Context: an optimization exercise on an open-source flow, tuned for small area. The choices shown serve that exercise and are no tape-out recipe. Only simulation tests tie the RTL to the original design; equivalence was not proved. Power figures rest on the tool's default switching activity, not on a simulated workload.

[design/flow/flow/run.sh]
#!/bin/bash
# Layout flow: the standard ORFS flow (standard.sh) with these changes:
#  - synthesis runs synth_recipe.tcl through flow/synth_area.tcl, which only swaps the ABC
#    script for the area-oriented flow/abc_area.script (registers are unchanged);
#  - ports are buffered with the smallest buffer cell (buf_1);
#  - the clock tree uses clkbuf_8 with small sink clusters and no dummy loads.
# The whole make output goes to flow_standard.log in the work folder.
set -euo pipefail
W=$PWD
export FLOW_ABC_SCRIPT=$W/flow/abc_area.script
export FLOW_REF_SYNTH=$W/synth_recipe.tcl
bash standard.sh \
  "SYNTH_SCRIPT=$W/flow/synth_area.tcl" \
  "BUFFER_PORTS_ARGS=-buffer_cell sky130_fd_sc_hd__buf_1" \
  "CTS_ARGS=-sink_clustering_enable -repair_clock_nets -buf_list sky130_fd_sc_hd__clkbuf_8 -sink_clustering_size 16 -sink_clustering_max_diameter 50 -dont_use_dummy_load" \
  "${@:-finish}" > flow_standard.log 2>&1
[design/flow/flow/abc_area.script]
&get -n
&st
&dch
&nf -R 1000
&st
&syn2
&if -g -K 6
&synch2
&nf -R 1000
&st
&syn2
&if -g -K 6
&synch2
&nf -R 1000
&st
&syn2
&if -g -K 6
&synch2
&nf -R 1000
&st
&syn2
&if -g -K 6
&synch2
&nf -R 1000
&st
&syn2
&if -g -K 6
&synch2
&nf -R 1000
&put
topo
stime -c
dnsize -c
[design/flow/flow/synth_area.tcl]
# The standard flow's own synthesis (synth_recipe.tcl, which sources ORFS's synth.tcl), with one change:
# Yosys's abc call runs flow/abc_area.script (ORFS's speed script with delay relaxed in
# every &nf mapping and without ABC's buffering and upsizing) in place of ORFS's script.
proc abc {args} {
  set i [lsearch -exact $args -script]
  if {$i >= 0} { lset args [expr {$i + 1}] $::env(FLOW_ABC_SCRIPT) }
  puts "abc: using $::env(FLOW_ABC_SCRIPT)"
  yosys abc {*}$args
}
source $::env(FLOW_REF_SYNTH)
[design/flow/standard.sh]
#!/bin/bash
# synth_recipe.tcl (not shown) runs the flow's synth.tcl, then flattens the netlist and writes it again
# the make line also repeats each setting of config.mk as NAME=value (left out here)
make -C /OpenROAD-flow-scripts/flow DESIGN_CONFIG=/design/flow/config.mk WORK_HOME=/design/flow/orfs CLKGATE_MAP_FILE= SYNTH_SCRIPT=/design/flow/synth_recipe.tcl "${@:-finish}"
[design/flow/config.mk]
export PLATFORM = sky130hd
export DESIGN_NAME = CPU
export DESIGN_NICKNAME = CPU
export VERILOG_FILES = /design/flow/design.v
export SDC_FILE = /design/flow/constraint.sdc
export NUM_CORES = 4
export LEC_CHECK = 0
export CAP_MARGIN = 20
export CORE_MARGIN = 2
export CORE_UTILIZATION = 55
export SETUP_SLACK_MARGIN = 0.0
export SLEW_MARGIN = 20
export SYNTH_HIERARCHICAL = 1
export SYNTH_MINIMUM_KEEP_SIZE = 0
[design/flow/constraint.sdc]
create_clock -name core_clock -period 15.0 [get_ports {clk}]
set_input_delay 3.0000 -clock core_clock [delete_from_list [all_inputs] [get_ports {clk}]]
set_output_delay 3.0000 -clock core_clock [all_outputs]
set_load 0.01 [all_outputs]
[design/flow/design.v]
module rf_o22ai (input A1, input A2, input B1, input B2, output Y);
    assign Y = ~((A1 | A2) & (B1 | B2));
endmodule
module rf_nor2 (input A, input B, output Y);
    assign Y = ~(A | B);
endmodule
module rf_or4 (input A, input B, input C, input D, output X);
    assign X = A | B | C | D;
endmodule
module rf_nor4 (input A, input B, input C, input D, output Y);
    assign Y = ~(A | B | C | D);
endmodule
module rf_nand4 (input A, input B, input C, input D, output Y);
    assign Y = ~(A & B & C & D);
endmodule
module rf_xor2 (input A, input B, output X);
    assign X = A ^ B;
endmodule
module rf_rdbit (input [31:1] seln, input [31:1] q, output yn);
    wire [15:0] t;
    wire [3:0]  u;
    genvar k;
    generate for (k = 0; k < 15; k = k + 1) begin : g_t
        rf_o22ai c (.A1(seln[2*k+1]), .A2(q[2*k+1]), .B1(seln[2*k+2]), .B2(q[2*k+2]), .Y(t[k]));
    end endgenerate
    rf_nor2 c15 (.A(seln[31]), .B(q[31]), .Y(t[15]));
    generate for (k = 0; k < 4; k = k + 1) begin : g_u
        rf_or4 o (.A(t[4*k]), .B(t[4*k+1]), .C(t[4*k+2]), .D(t[4*k+3]), .X(u[k]));
    end endgenerate
    rf_nor4 n (.A(u[0]), .B(u[1]), .C(u[2]), .D(u[3]), .Y(yn));
endmodule
module CPU (clk,reset,pc,inst,Addr,Data_I,Data_O,WE,ACK,STB,debug_next_pc);
    input  clk, reset;
    input  [31:0] inst;
    input  [31:0] Data_I;
    input  ACK;
    output [31:0] pc;
    output [31:0] Addr;
    output [31:0] Data_O;
    output WE;
    output STB;
    output [31:0] debug_next_pc;
    wire [5:0]  op  = inst[31:26];
    wire [5:0]  fn  = inst[5:0];
    wire [4:0]  rs  = inst[25:21];
    wire [4:0]  rt  = inst[20:16];
    wire [4:0]  rd  = inst[15:11];
    wire [4:0]  sa  = inst[10:6];
    wire [15:0] imm = inst[15:0];
    wire rtype  = (op == 6'h00);
    wire i_add  = rtype & (fn == 6'h20);
    wire i_sub  = rtype & (fn == 6'h22);
    wire i_and  = rtype & (fn == 6'h24);
    wire i_or   = rtype & (fn == 6'h25);
    wire i_xor  = rtype & (fn == 6'h26);
    wire i_sll  = rtype & (fn == 6'h00);
    wire i_srl  = rtype & (fn == 6'h02);
    wire i_sra  = rtype & (fn == 6'h03);
    wire i_jr   = rtype & (fn == 6'h08);
    wire i_addi = (op == 6'h08);
    wire i_andi = (op == 6'h0c);
    wire i_ori  = (op == 6'h0d);
    wire i_xori = (op == 6'h0e);
    wire i_lui  = (op == 6'h0f);
    wire i_lw   = (op == 6'h23);
    wire i_sw   = (op == 6'h2b);
    wire i_beq  = (op == 6'h04);
    wire i_bne  = (op == 6'h05);
    wire i_j    = (op == 6'h02);
    wire i_jal  = (op == 6'h03);
    wire is_arith = i_add | i_sub | i_addi;
    wire is_logic = i_and | i_or | i_xor | i_andi | i_ori | i_xori | i_lui;
    wire is_shift = i_sll | i_srl | i_sra;
    assign STB = i_lw | i_sw;
    assign WE  = op[3];                  
    wire   stall = STB & ~ACK;
    wire [31:0] a, b;
    wire [31:0] wd;
    wire        wreg = (is_arith | is_logic | is_shift | i_lw | i_jal) & ~stall;
    wire [4:0]  dest = i_jal ? 5'd31 : (rtype ? rd : rt);
    wire [31:0] wdn = ~wd;
    reg  [31:0] rf [1:31];
    reg  [31:1] pol;
    wire [31:1] en, enn, sna, snb;
    wire [31:0] qb [0:31];           
    wire [31:1] pa, pb;
    genvar r, i;
    generate for (r = 1; r < 32; r = r + 1) begin : g_rf
        assign en[r]  = wreg & (dest == r);
        assign enn[r] = ~en[r];
        assign sna[r] = ~(rs == r);
        assign snb[r] = ~(rt == r);
        wire [31:0] d;
        wire        dp;
        for (i = 0; i < 32; i = i + 1) begin : g_bit
            rf_o22ai c (.A1(en[r]), .A2(rf[r][i]), .B1(enn[r]), .B2(wdn[i]), .Y(d[i]));
            assign qb[i][r] = rf[r][i];
        end
        rf_nor2 cp (.A(en[r]), .B(pol[r]), .Y(dp));
        always @(posedge clk) begin
            rf[r]  <= d;
            pol[r] <= dp;
        end
    end endgenerate
    wire pna, pnb;
    rf_rdbit rpa (.seln(sna), .q(pol), .yn(pna));
    rf_rdbit rpb (.seln(snb), .q(pol), .yn(pnb));
    generate for (i = 0; i < 32; i = i + 1) begin : g_rd
        wire na, nb;
        rf_rdbit ra (.seln(sna), .q(qb[i][31:1]), .yn(na));
        rf_rdbit rb (.seln(snb), .q(qb[i][31:1]), .yn(nb));
        rf_xor2 xa (.A(na), .B(pna), .X(a[i]));
        rf_xor2 xb (.A(nb), .B(pnb), .X(b[i]));
    end endgenerate
    wire        sub  = rtype & fn[1] & ~fn[2];
    wire        hi   = ~op[2] & imm[15];             
    wire [31:0] y    = rtype ? (b ^ {32{sub}}) : {{16{hi}}, imm};
    wire [31:0] p    = a ^ y;
    wire [31:0] g    = a & y;
    wire [31:0] sum  = a + y + {31'd0, sub};
    wire [1:0]  lsel = rtype ? fn[1:0] : op[1:0];
    wire [31:0] lres = ({32{lsel[1]}} & p) | ({32{~lsel[1]}} & g) | ({32{lsel[0]}} & p);
    wire        sll  = ~fn[1];
    wire        fill = fn[0] & b[31];
    wire [31:0] brev, srev;
    genvar k;
    generate for (k = 0; k < 32; k = k + 1) begin : g_rev
        assign brev[k] = b[31-k];
    end endgenerate
    wire [31:0] sx   = sll ? brev : b;
    wire [32:0] sxs  = $signed({fill, sx}) >>> sa;
    wire [31:0] s4   = sxs[31:0];
    generate for (k = 0; k < 32; k = k + 1) begin : g_srev
        assign srev[k] = s4[31-k];
    end endgenerate
    wire [29:0] pc4h = pc[31:2] + 30'd1;
    wire [31:0] pc4  = {pc4h, pc[1:0]};
    wire [31:0] brt  = {pc4h + {{14{imm[15]}}, imm}, pc[1:0]};
    wire        eq   = (a == b);
    wire        taken = (i_beq & eq) | (i_bne & ~eq);
    wire [31:0] next_pc = i_jr ? a :
                          (i_j | i_jal) ? {pc4[31:28], inst[25:0], 2'b00} :
                          taken ? brt : pc4;
    wire is_lgc = i_and | i_or | i_xor | i_andi | i_ori | i_xori;
    assign wd = ({32{i_lw}} & Data_I) |
                ({32{i_jal}} & pc4) |
                ({32{is_shift & sll}} & srev) |
                ({32{is_shift & ~sll}} & s4) |
                ({32{is_lgc}} & lres) |
                ({32{i_lui}} & {imm, 16'd0}) |
                ({32{is_arith}} & sum);
    reg [31:0] pc_r;
    always @(posedge clk or posedge reset)
        if (reset) pc_r <= 32'd0;
        else if (!stall) pc_r <= next_pc;
    assign pc = pc_r;
    assign Addr = sum;
    assign Data_O = b;
    assign debug_next_pc = next_pc;
endmodule
==> results of run 1 <==
## modules after synthesis (local to each module, per instance), excerpt
module    cells  flip-flops and latches  times used  area (µm²)
CPU        2537                    1055           1       30700
rf_xor2       1                       0          64       8.758
rf_or4        1                       0         264       7.507
rf_nor4       1                       0          66       6.256
rf_o22ai      1                       0        1982       6.256
rf_nor2       1                       0          97       3.754
## final cells by class
cell class,count,area [µm²]
Fill cell,7244,31260
Multi-Input combinational cell,3902,25420
Sequential cell,1055,21280
Timing Repair Buffer,439,2694
Tap cell,1080,1351
Clock buffer,96,1321
Inverter,52,195.2
Antenna cell,13,32.53
## placed cells by master (no fill, tap or decap), types with 32 or more instances in the layout
| master | Yosys | routed |
|---|---|---|
| or4_1 | 265 | 265 |
| buf_4 | 1 | 234 |
| a21oi_1 | 148 | 134 |
| clkinv_1 | 52 | 51 |
| buf_1 | 0 | 193 |
| clkbuf_8 | 0 | 96 |
| mux2i_1 | 32 | 32 |
| ha_1 | 62 | 62 |
| dfrtp_1 | 32 | 32 |
| nand2_1 | 256 | 255 |
| o22ai_1 | 1986 | 1986 |
| nor2_1 | 284 | 282 |
| xnor2_1 | 73 | 73 |
| o21ai_0 | 144 | 144 |
| xor2_1 | 132 | 132 |
| nand3_1 | 59 | 54 |
| a22oi_1 | 39 | 39 |
| dfxtp_1 | 1023 | 1023 |
| nor4_1 | 77 | 73 |
## state kept, by name, summed over array words and instances (netlist names)
register and cells:
rf 992, pc_r 32, pol 31
## critical path, delay by kind of cell
| kind | cells | cell delay, ns |
|---|---|---|
| XOR/XNOR | 2 | 0.78 |
| AND/OR/NAND/NOR | 11 | 3.30 |
| AO/OA/AOI/OAI | 15 | 3.27 |
| adder cells (fa/ha/maj) | 1 | 0.29 |
| buffers and inverters | 3 | 0.90 |
## synthesized netlist by cell type, types with 6 or more instances
| cell | n |
|---|---|
| or4_1 | 265 |
| nand4_1 | 12 |
| nor3_1 | 24 |
| a21oi_1 | 148 |
| o221ai_1 | 10 |
| nand2b_1 | 21 |
| clkinv_1 | 52 |
| dfrtp_1 | 32 |
| a31oi_1 | 8 |
| o21a_1 | 12 |
| o21ai_0 | 144 |
| a222oi_1 | 16 |
| a221oi_1 | 20 |
| and3_1 | 18 |
| mux2_1 | 8 |
| and2_0 | 9 |
| o21bai_1 | 6 |
| a22o_1 | 12 |
| o211ai_1 | 11 |
| nand2_1 | 256 |
| mux2i_1 | 32 |
| ha_1 | 62 |
| nor2_1 | 284 |
| xor2_1 | 132 |
| a22oi_1 | 39 |
| mux4_2 | 31 |
| xnor2_1 | 73 |
| a21o_1 | 24 |
| o31ai_1 | 6 |
| nand3_1 | 59 |
| o22ai_1 | 1986 |
| nor3b_1 | 6 |
| nor2b_1 | 33 |
| a211oi_1 | 9 |
| nor4_1 | 77 |
| dfxtp_1 | 1023 |
## path summary, 6_finish.rpt
check / start / endpoint / slack [ns] / cells past startpoint
worst max-delay path: inst[19] / Addr[31] / 0.41 / 32
worst min-delay path: pol[20] / pol[20] / 0.45 / 1
worst max register to register: pol[28] / rf[29][31] / 6.42 / 31
worst min register to register: pol[20] / pol[20] / 0.45 / 1
max in group asynchronous: reset / pc_r[8] / 12.23 / 3
min in group asynchronous: reset / pc_r[26] / 2.10 / 2
## stage by stage
stage          std cells  hold slack (ns)    util
6_report            6637           0.4502  0.6258
5_1_grt             6628           0.4575  0.6256
4_1_cts             6623           0.4427  0.6251
3_5_place_dp        6527           0.4274  0.6093
3_3_place_gp        6521           0.4262  0.6077
2_1_floorplan       5010           0.4133       -
## power by group
group / internal (mW) / switching (mW)
Clock: 0.567 / 0.945
Combinational: 0.980 / 1.90
Sequential: 3.11 / 0.272
## logic make-up (layout without fill, tap and decap cells)
logic type      after synthesis  count (layout)  synth area share
xor+xnor                    205             205           0.03868
compound gates             2479            2479            0.3344
flops                      1055            1055            0.4584
other cells                   0              13                 0
mux                          71              71           0.02388
simple gates               1082            1082            0.1222
fa+ha+maj                    65              65           0.01801
buf+inv                      53             587          0.004367
## metal layers
| layer | wire (µm) | vias to the layer above | GRT usage | part of all wire |
|---|---|---|---|---|
| li1 | - | 22069 | - | - |
| met1 | 82360 | 25230 | 0.6390 | 0.34 |
| met2 | 93230 | 4884 | 0.7343 | 0.39 |
| met3 | 40070 | 1378 | 0.2354 | 0.17 |
| met4 | 24000 | 32 | 0.4004 | 0.10 |
| met5 | 349 | - | 0.01021 | 0.0015 |
==> impl_metrics.toml, run 1 <==
[placement]
dpl.hpwl_um = 164200
numPortBuffers = 196
place_ws_ns = 0.8248
placed_area_um2 = 50910
gp_congestion = 1.122

[cts]
cts_max_level = 3
clk_pin_slew_ns = 0.07
cts_hold_buf = 0
cts_tree = "done"
cts_buffers = 96
clockBufferDepth = 3
post-cts-setup-buffers = 0
cts_root_buffer = "clkbuf_8"
insertion_delay_ns = 0.87
cts-resized-gates = 0
clock_sinks = 1055

[cells_and_area]
syn2layout_area_growth_pct = 12.65
nets = 5678
drive_above_1_share = 0.07576
design_area_um2 = 52290

[floorplanning]
std_cell_rows = 106
core_area_um2 = 83560
initial_core_util = 0.5556
dieArea_um2 = 86740
die_h_um = 294.5
ios = 197
die_x_um = 294.5

[critical_path]
crit_path_max_incr_delay_ns = 0.68
cpMostUsedCell = "a21oi_1"
path_max_fanout = 25
cp.required_ns = 12.00
arrival_ns = 11.59
worstSetupPathType = "input pin to primary output"
endpoint_kind = "primary output"
cp-start-kind = "input pin"
cpMaxStageDelayCell = "or4_1"

[timing]
max_slew_margin = 0.1106
setup_violations = 0
tightest_slew_ns = 1.330
period_needed_ns = 14.59
fin_crit_sh = 0.9724
slew_violations = 0
rsz0062_at_grt = "no"
setup_slack_ns = 0.4145
clock_skew_ns = 0.1514
fin_tns_setup_ns = 0
fmax_ghz = 0.06856
finalHoldViolations = 0

[drt]
first_pass_iters = 16
post_drt_wl_per_cell_um = 36.16
totalWireLength_um = 240000
vias = 53593
antenna_left = 0
vias_per_cell = 8.075
drtIter0Drc = 9163
drc = 0

[yosys]
ys_types = 60
avgSynthCellArea_um2 = 9.265
synth_nets = 5142
postSynthCellCount = 5010
synth_top_area_share = 0.4412
yosysSeqAreaShare = 0.4584
synth_area_leader_cell = "dfxtp_1"
syn_area_um2 = 46420
ys_ff_latch = 1055
synth.area.top_cells = "dfxtp_1 (44%), o22ai_1 (27%), or4_1 (4.3%)"
yosysWarnings = 9
synth_edf_count = 0
async_flop_share = 0.03033
synth_ff_type = "dfxtp_1"

[grt]
antenna_found_initial = 31
overflow = 0
track_usage = 0.5293
grt_pass1_wl_um = 336700
grt_max_degree = 55
grt_pass1_vias = 47539

[run_status]
status = "finished clean"

[power]
leakagePower_nw = 20.31
irDropWorstVdd_v = 0.0001196
pwr_density_cell_nw_per_um2 = 148.8
post-layout-total-power_mw = 7.779

[job]
drv_cap = 0

[min_path]
min_path_type = "flip-flop to flip-flop"
==> inputs of run 2 (changes only) <==
==> design/flow/flow/abc_area.script (replaced) <==
&get -n
&st
&dch -f
&nf -R 1000 -p
&st
&syn2
&if -g -K 6
&synch2
&nf -R 1000 -p
&st
&syn2
&if -g -K 6
&synch2
&nf -R 1000 -p
&put
topo
stime -c
dnsize -c
==> design/flow/flow/synth_area.tcl (replaced) <==
# The standard flow's own synthesis (synth_recipe.tcl, which sources ORFS's synth.tcl), with one change:
# Yosys's abc call runs flow/abc_area.script (ORFS's speed script with delay relaxed in
# every &nf mapping, with pin permutation, and without ABC's buffering and upsizing) in place
# of ORFS's script.
proc abc {args} {
  set i [lsearch -exact $args -script]
  if {$i >= 0} { lset args [expr {$i + 1}] $::env(FLOW_ABC_SCRIPT) }
  puts "abc: using $::env(FLOW_ABC_SCRIPT)"
  yosys abc {*}$args
}
source $::env(FLOW_REF_SYNTH)
==> run 2 against run 1 <==
Effect of this change: sequential share of layout area is 0.17 points higher; sequential cell count stayed put; fmax hardly changed; worst setup slack worse by 0.0089 ns; core utilization is 0.27 points lower; synthesized cell count is 0.44% lower; count of clock-buffer cells in the layout is 1 higher; critical endpoint is now debug_next_pc[18]; largest power group unchanged.
==> impl_metrics.toml, run 2 <==
[run_status]
status = "finished clean"

[yosys]
synth_common_cells = "o22ai_1 (1,987), dfxtp_1 (1,023), nor2_1 (300), or4_1 (265), nand2_1 (246)"
synth_edf_count = 0
synth_ff_type = "dfxtp_1"
syn_area_um2 = 46410
yosysSeqAreaShare = 0.4585
synth_nets = 5120
synth_area_leader_cell = "dfxtp_1"
yosysWarnings = 9
synth.area.top_cells = "dfxtp_1 (44%), o22ai_1 (27%), or4_1 (4.3%)"
synth_top_area_share = 0.4412
ys_types = 59
avgSynthCellArea_um2 = 9.305
async_flop_share = 0.03033
yosysMostFrequentCell = "o22ai_1"
postSynthCellCount = 4988
ys_ff_latch = 1055

[drt]
m1WireLength_um = 83850
post_drt_wl_per_cell_um = 38.56
drc = 0
vias = 54846
vias_per_cell = 8.300
wl_met3_um = 43960
met2_length_um = 98870
first_pass_iters = 13
totalWireLength_um = 254800
drtIter0Drc = 10194
top_layer = "met5"
antenna_left = 0

[cells_and_area]
design_area_um2 = 52070
drive_above_1_share = 0.07366
largest_reg_flops = 992
nets = 5632
utilization = 0.6232
syn2layout_area_growth_pct = 12.19
final_cell_mix = "o22ai_1 (1,987), dfxtp_1 (1,023), nor2_1 (294)"
top_regs = "rf (992), pc_r (32), pol (31)"
max_flop_register = "rf"
fillers = 7223
final_common_cell = "o22ai_1"

[timing]
fmax_ghz = 0.06852
finalHoldViolations = 0
max_slew_margin = 0.1375
clock_skew_ns = 0.1488
tightest_slew_ns = 1.289
rsz0062_at_grt = "no"
period_needed_ns = 14.59
fin_crit_sh = 0.9730
fin_tns_setup_ns = 0
setup_violations = 0
slew_violations = 0

[grt]
overflow = 0
grt_pass1_wl_um = 354400
grt_max_degree = 51
antenna_found_initial = 53
track_usage = 0.5634
grt_pass1_vias = 48485

[critical_path]
cp.required_ns = 12.00
arrival_ns = 11.59
rr_worst_depth = 22
endpoint_kind = "primary output"
worstSetupPathType = "input pin to primary output"
reg2reg_to = "rf[9][27]"
path_max_fanout = 42
rrSetupSlack_ns = 7.51
r2r-start = "pol[4]"
cp-start-kind = "input pin"

[power]
irDropWorstVdd_v = 0.0001016
leakagePower_nw = 20.28
pwr_density_cell_nw_per_um2 = 151.8

[cts]
clk_pin_slew_ns = 0.10
clockBufferDepth = 3
cts_max_level = 3
cts_root_buffer = "clkbuf_8"
clock_sinks = 1055
cts_tree = "done"
insertion_delay_ns = 0.88
cts_buffers = 97
cts_hold_buf = 0
post-cts-setup-buffers = 0
cts-resized-gates = 0

[placement]
dpl.hpwl_um = 170800
gp_congestion = 1.131
numPortBuffers = 196
placed_area_um2 = 50580

[min_path]
hold_path_depth = 1
hp-start = "pol[23]"
min_path_type = "flip-flop to flip-flop"
hold_end = "pol[23]"

[floorplanning]
dieArea_um2 = 86730
std_cell_rows = 106
initial_core_util = 0.5555
die_x_um = 294.5
die_h_um = 294.5
ios = 197
core_area_um2 = 83560

[job]
drv_cap = 0
[run 2: cell count changes in the layout (fill, tap and decap cells not counted), sizes merged, moves of 12 or more]
cell   delta
nor2b    -12
buf      -26
xor2     +43
diode    +17
nor2     +16
xnor2    -34
o21ai    -15
[run 2: layout make-up]
cell class / count / area, µm² / share of cell area
Tap cell: 1080 / 1351 / 0.02595
Inverter: 52 / 195.2 / 0.003749
Sequential cell: 1055 / 21280 / 0.4087
Timing Repair Buffer: 414 / 2431 / 0.04669
Multi-Input combinational cell: 3880 / 25400 / 0.4878
Antenna cell: 30 / 75.07 / 0.001442
Clock buffer: 97 / 1335 / 0.02564
[run 2: where the power goes]
group | switching, mW | internal, mW
Clock | 0.958 | 0.573
Sequential | 0.268 | 3.11
Combinational | 2.03 | 0.965
[run 2: how the worst max path moves through the flow]
stage,endpoint,startpoint,cells after the start,slack [ns]
2_1_floorplan,Addr[28],inst[16],25,1.01
6_report,debug_next_pc[18],inst[17],21,0.41
4_1_cts,debug_next_pc[18],inst[17],21,1.17
5_1_grt,debug_next_pc[18],inst[17],21,0.62
3_5_place_dp,debug_next_pc[18],inst[17],21,1.19
3_3_place_gp,debug_next_pc[18],inst[17],21,1.15
[run 2: kinds of logic after synthesis]
logic type,share of synthesized area
AOI/OAI and AO/OA,0.3333
xor gates and xnor gates,0.04038
adders and majority gates,0.01801
buffers and inverters,0.004367
DFF,0.4585
muxes,0.02618
and+or+nand+nor,0.1193
[run 2: per-module statistics from Yosys, one instance, submodules excluded, excerpt]
| module | times used | cell area [µm²] |
|---|---|---|
| rf_xor2 | 64 | 8.758 |
| rf_nor4 | 66 | 6.256 |
| CPU | 1 | 30690 |
| rf_o22ai | 1982 | 6.256 |
| rf_or4 | 264 | 7.507 |
| rf_nor2 | 97 | 3.754 |
[run 2: critical path, cell delays in order]
cell      delay [ns]
buf_1           0.31
buf_4           0.29
and3_1          0.41
nand2_1         0.76
buf_4           0.39
o22ai_1         0.11
or4_1           0.75
nor4_1          0.94
xor2_1          0.90
xor2_1          0.18
nor4_1          0.33
nand4_1         0.15
nor2_1          0.33
xnor2_1         0.16
nand4b_1        0.12
buf_4           0.43
clkinv_1        0.42
nor2_1          0.83
a221oi_1        0.29
nor2_1          0.26
buf_1           0.18
[run 2: per-layer routing]
layer / GRT usage / up-vias
met5: 0.01758 / -
li1: - / 22015
met2: 0.7765 / 5488
met4: 0.4574 / 36
met1: 0.6603 / 25592
met3: 0.2687 / 1715
[run 2: stage by stage]
step	hold slack, ns	std cells	setup WS (ns)	power [mW]
after floorplan	0.4133	4988	1.008	5.003
after CTS	0.4457	6574	1.165	7.665
after global placement	0.4240	6477	1.153	6.191
final	0.4518	6608	0.4056	7.904
after detailed placement	0.4320	6477	1.185	6.219
after global routing	0.4669	6585	0.6168	8.061
==> inputs of run 3 (changes only) <==
==> design/flow/flow/run.sh (replaced) <==
#!/bin/bash
# Layout flow: the standard ORFS flow (standard.sh, unchanged synthesis) with two changes:
#  - ports are buffered with the smallest buffer cell (buf_1);
#  - the clock tree uses clkbuf_8 with small sink clusters and no dummy loads.
# The whole make output goes to flow_standard.log in the work folder.
set -euo pipefail
bash standard.sh \
  "BUFFER_PORTS_ARGS=-buffer_cell sky130_fd_sc_hd__buf_1" \
  "CTS_ARGS=-sink_clustering_enable -repair_clock_nets -buf_list sky130_fd_sc_hd__clkbuf_8 -sink_clustering_size 16 -sink_clustering_max_diameter 50 -dont_use_dummy_load" \
  "${@:-finish}" > flow_standard.log 2>&1
removed: design/flow/flow/abc_area.script
removed: design/flow/flow/synth_area.tcl
==> run 3 against run 2 <==
Effect of this change: still clean; sequential share of layout area shrank 0.66 points; first-iteration DRC count shrank 3.7%; wire length shrank 1.7%; register-to-register slack gained 0.20 ns; core utilization shrank 1.1 points; sequential power is essentially flat; sequential cell count is the same; critical endpoint is now Addr[31].
==> impl_metrics.toml, run 3 <==
[drt]
first_pass_iters = 10
vias_per_cell = 8.085
drtIter0Drc = 9818
totalWireLength_um = 250300
antenna_left = 0
drc = 0
post_drt_wl_per_cell_um = 37.48
vias = 54005

[yosys]
synth_nets = 5272
synth_top_area_share = 0.4286
synth.area.top_cells = "dfxtp_1 (43%), o22ai_1 (26%), or4_1 (4.2%)"
synth_common_cells = "o22ai_1 (1,988), dfxtp_1 (1,023), or4_1 (266), nor2_1 (256), nand2_1 (214)"
synth_area_leader_cell = "dfxtp_1"
yosysMostFrequentCell = "o22ai_1"
avgSynthCellArea_um2 = 9.295
syn_area_um2 = 47780
postSynthCellCount = 5140
yosysSeqAreaShare = 0.4454
ys_ff_latch = 1055
async_flop_share = 0.03033
ys_types = 68
synth_edf_count = 0
yosysWarnings = 9
synth_ff_type = "dfxtp_1"

[floorplanning]
core_area_um2 = 86480
ios = 197
initial_core_util = 0.5524
dieArea_um2 = 89240
die_x_um = 298.7
die_h_um = 298.7
std_cell_rows = 108

[placement]
gp_congestion = 1.111
placed_area_um2 = 51520
dp_cells = 6575
numPortBuffers = 196
place_ws_ns = 1.593
dpl.hpwl_um = 165500

[timing]
tightest_slew_ns = 1.291
hold_ws_ns = 0.4456
slew_violations = 0
rsz0062_at_grt = "no"
fin_crit_sh = 0.9275
fmax_ghz = 0.07188
finalHoldViolations = 0
fin_tns_setup_ns = 0
max_slew_margin = 0.1366
period_needed_ns = 13.91
setup_violations = 0
setup_slack_ns = 1.088
clock_skew_ns = 0.1716

[power]
leakagePower_nw = 20.62
post-layout-total-power_mw = 7.966
irDropWorstVdd_v = 0.0001405
pwr_density_cell_nw_per_um2 = 150.5

[cells_and_area]
regArea_um2 = 21280
top_regs = "rf (992), pc_r (32), pol (31)"
finalNonFillerCells = 6680
final_common_cell = "o22ai_1"
multi_input_area_um2 = 26190
utilization = 0.6119
max_flop_register = "rf"
fillers = 7653
syn2layout_area_growth_pct = 10.76
nets = 5654
largest_reg_flops = 992
final_cell_mix = "o22ai_1 (1,988), dfxtp_1 (1,023), or4_1 (266)"
design_area_um2 = 52920
drive_above_1_share = 0.08895

[grt]
antenna_found_initial = 14
grt_max_degree = 50
grt_pass1_wl_um = 351200
overflow = 0
grt_pass1_vias = 48169
track_usage = 0.5367

[run_status]
status = "finished clean"

[critical_path]
rr_worst_depth = 16
cp-start-kind = "input pin"
arrival_ns = 10.91
path_max_fanout = 23
cp.required_ns = 12.00
worstSetupPathType = "input pin to primary output"
endpoint_kind = "primary output"

[job]
drv_cap = 0

[cts]
cts_buffers = 100
cts_hold_buf = 0
insertion_delay_ns = 0.89
cts-resized-gates = 0
cts_tree = "done"
post-cts-setup-buffers = 0
clock_sinks = 1055
cts_max_level = 3
clockBufferDepth = 3
cts_root_buffer = "clkbuf_8"
clk_pin_slew_ns = 0.09

[min_path]
hold_path_depth = 1
min_path_type = "flip-flop to flip-flop"
==> run 3: changes by cell type in the layout (fill, tap and decap cells not counted), sizes merged, moves of 11 or more <==
| cell | change |
|---|---|
| nor2 | -44 |
| o221ai | -11 |
| diode | -25 |
| xnor2 | +42 |
| inv | +58 |
| o211ai | +11 |
| xor2 | -57 |
| nand2 | -32 |
| a21o | +13 |
| clkinv | -49 |
==> run 3: layout make-up <==
class	instances	area share
antenna	5	0.0002364
clock buffer	100	0.02601
inverter	61	0.004327
multi-input combinational	3899	0.4949
sequential	1055	0.4021
tap	1155	0.02731
timing repair buffer	405	0.04507
==> run 3: metal layers <==
layer	vias to the layer above	part of all wire	GRT usage	routed length (µm)
li1	22186	-	-	-
met1	25570	0.35	0.6806	87740
met2	5023	0.38	0.7315	95800
met3	1216	0.17	0.2280	43390
met4	10	0.093	0.3743	23340
met5	-	0.00024	0	59
==> run 3: per-module statistics from Yosys, one instance, submodules excluded, a selection <==
| module | flops+latches | copies in the design | cells inside |
|---|---|---|---|
| rf_nor2 | 0 | 97 | 1 |
| CPU | 1055 | 1 | 2667 |
| rf_nor4 | 0 | 66 | 1 |
| rf_xor2 | 0 | 64 | 1 |
| rf_or4 | 0 | 264 | 1 |
| rf_o22ai | 0 | 1982 | 1 |
==> run 3: where the power goes <==
| part | leakage, nW | switching [mW] | total [mW] | internal, mW |
|---|---|---|---|---|
| logic | 10.3 | 2.03 | 3.05 | 1.03 |
| registers | 9.60 | 0.263 | 3.37 | 3.11 |
| clock network | 0.719 | 0.949 | 1.54 | 0.590 |
| total | 20.6 | 3.24 | 7.97 | 4.73 |
==> run 3: worst paths after layout <==
kind / startpoint / endpoint / slack, ns
min in group asynchronous: reset / pc_r[21] / 2.29
min reg2reg: pol[16] / pol[16] / 0.45
min: pol[16] / pol[16] / 0.45
max: inst[20] / Addr[31] / 1.09
max in group asynchronous: reset / pc_r[29] / 12.35
max reg2reg: pol[11] / rf[24][4] / 7.71
==> run 3: kinds of logic after synthesis <==
family	synth area share
AOI/OAI and AO/OA	0.3320
xor gates and xnor gates	0.03648
adders and majority gates	0.01749
buffers and inverters	0.01532
DFF	0.4454
muxes	0.02972
and+or+nand+nor	0.1235
==> run 3: critical path, cell delays in order <==
cell and delay [ns]:
buf_1 0.47, nor3b_1 0.39, nand2_1 0.68, buf_4 0.48, o22ai_1 0.13, or4_1 0.69
nor4_2 0.69, xor2_1 0.66, mux2_2 0.41, o21ai_0 0.18, ha_1 0.31, a21oi_1 0.32
o21ai_0 0.22, a21oi_1 0.50, a211oi_1 0.18, o22ai_1 0.39, o21ai_0 0.23, a21oi_1 0.28
a21oi_1 0.12, xor2_1 0.34, buf_1 0.19

## separate check: timing with driven ports
The results above use ideal ports. As a check the final layouts listed here were re-extracted and re-timed, cells and wires unchanged. Step 1: set_driving_cell puts a clkbuf_16 on clk and a buf_2 on each other input, an assumption about the parent block. Step 2 also shifts input and output timing later by t, the mid clock arrival at the registers, as if the neighbouring blocks saw the same clock. a / b / c = ideal ports / drivers / drivers and shift; a / b = the first two.
| run | t, ns | setup WS [ns] | worst data-port slew with drivers (ns) | cell pins on the clock port's net |
|---|---|---|---|---|
| run 1 | 0.865 | 0.414 / 0.348 / 0.348 | 0.07 | 1 |
| run 2 | 0.883 | 0.406 / 0.380 / 0.380 | 0.16 | 1 |
| run 3 | 0.886 | 1.088 / 1.057 / 1.057 | 0.07 | 1 |
After both steps every run listed still meets setup and hold. The setup slack of run 1, which loses most, moves by -0.066 ns with the drivers and by -0.066 ns with both steps.
